Context: an optimization exercise on an open-source flow, tuned for small area and a short achievable clock period. The choices shown serve that exercise and are no tape-out recipe.
Where RTL was checked, it was by simulation tests only, not by an equivalence proof against the original.
The clock port is modelled as an ideal driver; clocking choices that lean on that would not hold on a real chip.

## rrc_filter
module rrc_filter #(
	parameter WIDTH = 9
)(
	input logic clk,
	input logic rst,
	input logic signed [WIDTH-1:0] filter_in,
	output logic signed [WIDTH-1:0] filter_out
);
Size: ~1,000 cells after synthesis, ~370 flip-flops, roughly 20 I/O pins, about 17,000 sq um of cells after synthesis.
clock: 10.5 ns
lec_check: 0
abc_clock_period_in_ps: 800
cap_margin: 20
core_margin: 2
core_utilization: 70
cts_buf_list: sky130_fd_sc_hd__clkbuf_16
cts_cluster_diameter: 80
cts_cluster_size: 30
place_density: 0.75
slew_margin: 20
synth_hierarchical: 1
standard.sh (not shown) runs the stock make flow with config.mk's settings and CLKGATE_MAP_FILE= SYNTH_SCRIPT=/design/flow/synth_recipe.tcl, a recipe that flattens the netlist after the stock synthesis.
==> flow/flow/run.sh <==
#!/bin/bash
# Own layout flow: the standard ORFS flow (standard.sh, unchanged synthesis), with
#  - timing repair aimed below the design's period (SETUP_SLACK_MARGIN; the SDC is unchanged),
#  - port buffers of a normal buffer cell rather than the smallest one.
# Each step's full log is kept by ORFS under orfs/logs/; make's own output goes to flow.log.
set -uo pipefail
bash standard.sh SETUP_SLACK_MARGIN=7.3 "BUFFER_PORTS_ARGS=-buffer_cell sky130_fd_sc_hd__buf_4" finish > flow.log 2>&1
The first run ran to the end with no violations.
Then changed:
--- a/flow/config.mk
+++ b/flow/config.mk
@@ -11,5 +11,5 @@
 export CORE_UTILIZATION = 70
-export CTS_BUF_LIST = sky130_fd_sc_hd__clkbuf_16
-export CTS_CLUSTER_DIAMETER = 80
-export CTS_CLUSTER_SIZE = 30
+export CTS_BUF_LIST = sky130_fd_sc_hd__clkbuf_8 sky130_fd_sc_hd__clkbuf_16
+export CTS_CLUSTER_DIAMETER = 60
+export CTS_CLUSTER_SIZE = 25
 export PLACE_DENSITY = 0.75
Result:
- die area stays the same
- setup slack got worse by 19 ps
- clock-buffer cell count is higher by 12
Then changed:
--- a/flow/config.mk
+++ b/flow/config.mk
@@ -10,7 +10,6 @@
 export CORE_MARGIN = 2
-export CORE_UTILIZATION = 70
-export CTS_BUF_LIST = sky130_fd_sc_hd__clkbuf_8 sky130_fd_sc_hd__clkbuf_16
-export CTS_CLUSTER_DIAMETER = 60
-export CTS_CLUSTER_SIZE = 25
-export PLACE_DENSITY = 0.75
+export CORE_UTILIZATION = 68
+export CTS_BUF_LIST = sky130_fd_sc_hd__clkbuf_4 sky130_fd_sc_hd__clkbuf_8
+export CTS_CLUSTER_DIAMETER = 50
+export CTS_CLUSTER_SIZE = 24
 export SLEW_MARGIN = 20
Core utilization came out lower by 3.8 points.
Wire length went down by a few percent.
Synthesized area is unchanged.
Critical path depth decreases by 3.
Final cell count goes up slightly.
Clock-buffer cell count climbs by 12.


Another version of the RTL of rrc_filter (not shown whole).
For scale: ~970 cells after synthesis, roughly 380 flip-flops.
clock: 10.5 ns
lec_check: 0
abc_clock_period_in_ps: 800
cap_margin: 20
core_margin: 2
core_utilization: 70
cts_buf_list: sky130_fd_sc_hd__clkbuf_16
cts_cluster_diameter: 80
cts_cluster_size: 30
place_density: 0.75
slew_margin: 20
synth_hierarchical: 1
==> flow/flow/run.sh <==
#!/bin/bash
# Own layout flow: the standard ORFS flow (standard.sh, unchanged synthesis), with
#  - timing repair aimed below the design's period (SETUP_SLACK_MARGIN; the SDC is unchanged),
#  - port buffers of a normal buffer cell rather than the smallest one.
# Each step's full log is kept by ORFS under orfs/logs/; make's own output goes to flow.log.
set -uo pipefail
bash standard.sh SETUP_SLACK_MARGIN=7.1 "BUFFER_PORTS_ARGS=-buffer_cell sky130_fd_sc_hd__buf_4" finish > flow.log 2>&1
==> next run, changes <==
==> flow/flow/run.sh (replaced) <==
#!/bin/bash
# Own layout flow: the standard ORFS flow (standard.sh, unchanged synthesis), with
#  - timing repair aimed below the design's period (SETUP_SLACK_MARGIN; the SDC is unchanged),
#  - port buffers of a normal buffer cell rather than the smallest one,
#  - after CTS, the clock port drives the tree's second level directly (flow/flatten_clock_root.tcl).
# Each step's full log is kept by ORFS under orfs/logs/; make's own output goes to flow.log.
set -uo pipefail
here=$(pwd)
bash standard.sh SETUP_SLACK_MARGIN=7.5 "BUFFER_PORTS_ARGS=-buffer_cell sky130_fd_sc_hd__buf_4" \
  "POST_CTS_TCL=$here/flow/flatten_clock_root.tcl" finish > flow.log 2>&1
==> flow/flow/flatten_clock_root.tcl (new file) <==
set block [ord::get_db_block]
set clknet [$block findNet clk]
set roots {}
foreach it [$clknet getITerms] {
  if {[$it isInputSignal]} { lappend roots [$it getInst] }
}
puts "flatten_clock_root: clock port feeds [llength $roots] cell(s)"
if {[llength $roots] == 1} {
  set root [lindex $roots 0]
  set master [[$root getMaster] getName]
  set out {}
  foreach it [$root getITerms] {
    if {[$it isOutputSignal]} { set out [$it getNet] }
  }
  set loads {}
  foreach it [$out getITerms] {
    if {[$it isInputSignal]} { lappend loads $it }
  }
  puts "flatten_clock_root: root [$root getName] ($master) drives [llength $loads] cell(s)"
  if {[llength $loads] <= 4 && [llength $loads] > 0} {
    foreach it $loads {
      set inst [$it getInst]
      set pin [$it getMTerm]
      set pname "[$inst getName]/[$pin getName]"
      disconnect_pin [$out getName] $pname
      connect_pin clk $pname
    }
    set rname [$root getName]
    set oname [$out getName]
    delete_instance $rname
    delete_net $oname
    puts "flatten_clock_root: removed $rname"
    estimate_parasitics -placement
    report_clock_latency
  }
}
- The new run produced a clean layout
- sequential share of layout area fell by 1.8 points
- clock skew stays flat
- area after synthesis stays the same
==> next run, changes <==
==> flow/flow/run.sh (replaced) <==
#!/bin/bash
# Own layout flow: the standard ORFS flow (standard.sh, unchanged synthesis), with
#  - timing repair aimed below the design's period (SETUP_SLACK_MARGIN; the SDC is unchanged),
#  - port buffers of a normal buffer cell rather than the smallest one.
# Each step's full log is kept by ORFS under orfs/logs/; make's own output goes to flow.log.
set -uo pipefail
bash standard.sh SETUP_SLACK_MARGIN=7.55 "BUFFER_PORTS_ARGS=-buffer_cell sky130_fd_sc_hd__buf_4" finish > flow.log 2>&1
removed: flow/flow/flatten_clock_root.tcl
Effect: The changed run passed the timing, DRC and antenna checks. Sequential cell count stays the same. Fmax went down by 2.5%. Global-route usage went up by 0.64 points. Synthesized area is unchanged. Cell area went up by 1.5%. Non-clock buffer count went up by 8. Die area is unchanged. Worst setup slack degrades by 79 ps.
==> next run, changes <==
==> flow/flow/run.sh (replaced) <==
#!/bin/bash
# Own layout flow: the standard ORFS flow (standard.sh, unchanged synthesis), with
#  - timing repair aimed below the design's period (SETUP_SLACK_MARGIN; the SDC is unchanged),
#  - port buffers of a normal buffer cell rather than the smallest one,
#  - after CTS, the clock port drives the tree's second level directly (flow/flatten_clock_root.tcl).
# Each step's full log is kept by ORFS under orfs/logs/; make's own output goes to flow.log.
set -uo pipefail
here=$(pwd)
bash standard.sh SETUP_SLACK_MARGIN=7.4 "BUFFER_PORTS_ARGS=-buffer_cell sky130_fd_sc_hd__buf_4" \
  "POST_CTS_TCL=$here/flow/flatten_clock_root.tcl" finish > flow.log 2>&1
==> flow/flow/flatten_clock_root.tcl (new file) <==
set block [ord::get_db_block]
set clknet [$block findNet clk]
set roots {}
foreach it [$clknet getITerms] {
  if {[$it isInputSignal]} { lappend roots [$it getInst] }
}
puts "flatten_clock_root: clock port feeds [llength $roots] cell(s)"
if {[llength $roots] == 1} {
  set root [lindex $roots 0]
  set master [[$root getMaster] getName]
  set out {}
  foreach it [$root getITerms] {
    if {[$it isOutputSignal]} { set out [$it getNet] }
  }
  set loads {}
  foreach it [$out getITerms] {
    if {[$it isInputSignal]} { lappend loads $it }
  }
  puts "flatten_clock_root: root [$root getName] ($master) drives [llength $loads] cell(s)"
  if {[llength $loads] <= 4 && [llength $loads] > 0} {
    foreach it $loads {
      set inst [$it getInst]
      set pin [$it getMTerm]
      set pname "[$inst getName]/[$pin getName]"
      disconnect_pin [$out getName] $pname
      connect_pin clk $pname
    }
    set rname [$root getName]
    set oname [$out getName]
    delete_instance $rname
    delete_net $oname
    puts "flatten_clock_root: removed $rname"
    estimate_parasitics -placement
    report_clock_latency
  }
}
Synthesized area does not change.
Critical path depth came out higher by 6.
Final cell count decreases by 2.5%.
Count of clock-buffer cells in the layout falls by 1.
Wire length is lower by about 3%.
Maximum frequency increases by 1.8%.
Function was not checked in any run of this note: the RTL went through the layout flow alone.


## v32
Another version of the RTL of rrc_filter (not shown whole).
Size: ~970 cells after synthesis, roughly 20 I/O pins.
Settings: LEC_CHECK=0, ABC_CLOCK_PERIOD_IN_PS=800, CAP_MARGIN=20, CORE_MARGIN=2, CORE_UTILIZATION=80, CTS_BUF_LIST=sky130_fd_sc_hd__clkbuf_16, CTS_CLUSTER_DIAMETER=80, CTS_CLUSTER_SIZE=30, PLACE_DENSITY=0.85, SLEW_MARGIN=20, SYNTH_HIERARCHICAL=1; clock period 10.5 ns.
==> flow/flow/run.sh <==
#!/bin/bash
# Own layout flow: the standard ORFS flow (standard.sh, unchanged synthesis), with
#  - timing repair aimed below the design's period (SETUP_SLACK_MARGIN; the SDC is unchanged),
#  - port buffers of a normal buffer cell rather than the smallest one,
#  - after CTS, the clock port drives the tree's second level directly (flow/flatten_clock_root.tcl).
# Each step's full log is kept by ORFS under orfs/logs/; make's own output goes to flow.log.
set -uo pipefail
here=$(pwd)
bash standard.sh SETUP_SLACK_MARGIN=7.45 "BUFFER_PORTS_ARGS=-buffer_cell sky130_fd_sc_hd__buf_2" \
  "POST_CTS_TCL=$here/flow/flatten_clock_root.tcl" finish > flow.log 2>&1
==> flow/flow/flatten_clock_root.tcl <==
set block [ord::get_db_block]
set clknet [$block findNet clk]
set roots {}
foreach it [$clknet getITerms] {
  if {[$it isInputSignal]} { lappend roots [$it getInst] }
}
puts "flatten_clock_root: clock port feeds [llength $roots] cell(s)"
if {[llength $roots] == 1} {
  set root [lindex $roots 0]
  set master [[$root getMaster] getName]
  set out {}
  foreach it [$root getITerms] {
    if {[$it isOutputSignal]} { set out [$it getNet] }
  }
  set loads {}
  foreach it [$out getITerms] {
    if {[$it isInputSignal]} { lappend loads $it }
  }
  puts "flatten_clock_root: root [$root getName] ($master) drives [llength $loads] cell(s)"
  if {[llength $loads] <= 4 && [llength $loads] > 0} {
    foreach it $loads {
      set inst [$it getInst]
      set pin [$it getMTerm]
      set pname "[$inst getName]/[$pin getName]"
      disconnect_pin [$out getName] $pname
      connect_pin clk $pname
    }
    set rname [$root getName]
    set oname [$out getName]
    delete_instance $rname
    delete_net $oname
    puts "flatten_clock_root: removed $rname"
    estimate_parasitics -placement
    report_clock_latency
  }
}
v32: PASS, flow complete, no timing, DRC or antenna violations
Changes in v19 relative to v32:
Settings: PLACE_DENSITY changed from 0.85 to 0.75; CORE_UTILIZATION changed from 80 to 70.
diff --git a/flow/flow/run.sh b/flow/flow/run.sh
--- a/flow/flow/run.sh
+++ b/flow/flow/run.sh
@@ -8,3 +8,3 @@
 here=$(pwd)
-bash standard.sh SETUP_SLACK_MARGIN=7.45 "BUFFER_PORTS_ARGS=-buffer_cell sky130_fd_sc_hd__buf_2" \
+bash standard.sh SETUP_SLACK_MARGIN=7.55 "BUFFER_PORTS_ARGS=-buffer_cell sky130_fd_sc_hd__buf_2" \
   "POST_CTS_TCL=$here/flow/flatten_clock_root.tcl" finish > flow.log 2>&1
==> notes.md <==
Maximum number of pins on one net before global-route repair (v19 over v32): decrease, 6.5%. v19 closes out successfully: all stages finished, all timing, DRC and antenna checks passed. Comparing v32 and v19, the lower final wirelength was measured on v19. Re met3 usage: v32 and v19 aren't equal, and the higher value belongs to v32. v19: number of logic inverters in the finished layout 0.78% above v32.
Modified inputs, v12 compared to v19
diff --git a/flow/flow/run.sh b/flow/flow/run.sh
--- a/flow/flow/run.sh
+++ b/flow/flow/run.sh
@@ -8,3 +8,3 @@
 here=$(pwd)
-bash standard.sh SETUP_SLACK_MARGIN=7.55 "BUFFER_PORTS_ARGS=-buffer_cell sky130_fd_sc_hd__buf_2" \
+bash standard.sh SETUP_SLACK_MARGIN=7.45 "BUFFER_PORTS_ARGS=-buffer_cell sky130_fd_sc_hd__buf_4" \
   "POST_CTS_TCL=$here/flow/flatten_clock_root.tcl" finish > flow.log 2>&1
[summary]
v12 completed end to end with timing, DRC and antenna clean.
Met3 capacity usage during global routing in v12 vs v19: down 0.41 points
Summary of v12 over v19: worst setup margin shows an increase of 0.047 ns, non-clock buffer count decreased 24.
Of the two values seen for end point of the critical path, filter_out[0]$_DFF_PP0_ was produced by v19 and cs2[18]$_DFF_PP0_ by v12.

what the ideal ports hide:
How much do the figures lean on ideal ports? The routed layouts below were timed once more, with nothing changed but the port constraints.
Step 1 assumes that a clkbuf_16 drives the clock port and a buf_2 every other input.
Step 2 times the ports against the registers' clock, not the clock port: input delays grow and output delays shrink by t, the midpoint of the rising clock arrivals with the driver on.
Slacks: no drivers / after step 1 / after step 2; pairs: no drivers / after step 1.
| run | t, ns | setup WS [ns] | worst data-port slew with drivers (ns) |
|---|---|---|---|
| the first run of note 1 | 0.566 | 7.282 / 7.282 / 6.999 | 0.03 |
| the second run of note 1 | 0.612 | 7.263 / 7.263 / 7.010 | 0.03 |
| the third run of note 1 | 0.587 | 7.291 / 7.291 / 6.983 | 0.04 |
| the first run of note 2 | 0.552 | 7.237 / 7.237 / 6.884 | 0.03 |
| the second run of note 2 | 0.437 | 7.474 / 7.438 / 7.217 | 0.03 |
| the third run of note 2 | 0.563 | 7.395 / 7.346 / 7.200 | 0.04 |
| the fourth run of note 2 | 0.436 | 7.450 / 7.450 / 7.138 | 0.03 |
| v32 | 0.435 | 7.413 / 7.413 / 7.192 | 0.03 |
| v19 | 0.447 | 7.449 / 7.445 / 7.232 | 0.03 |
| v12 | 0.436 | 7.496 / 7.464 / 7.139 | 0.04 |
After both steps setup and hold are still met in every run listed. For v12, which loses most, drivers alone change the setup slack by -0.032 ns; drivers and shift together by -0.357 ns. The worst setup slack also covers recovery checks on asynchronous resets.
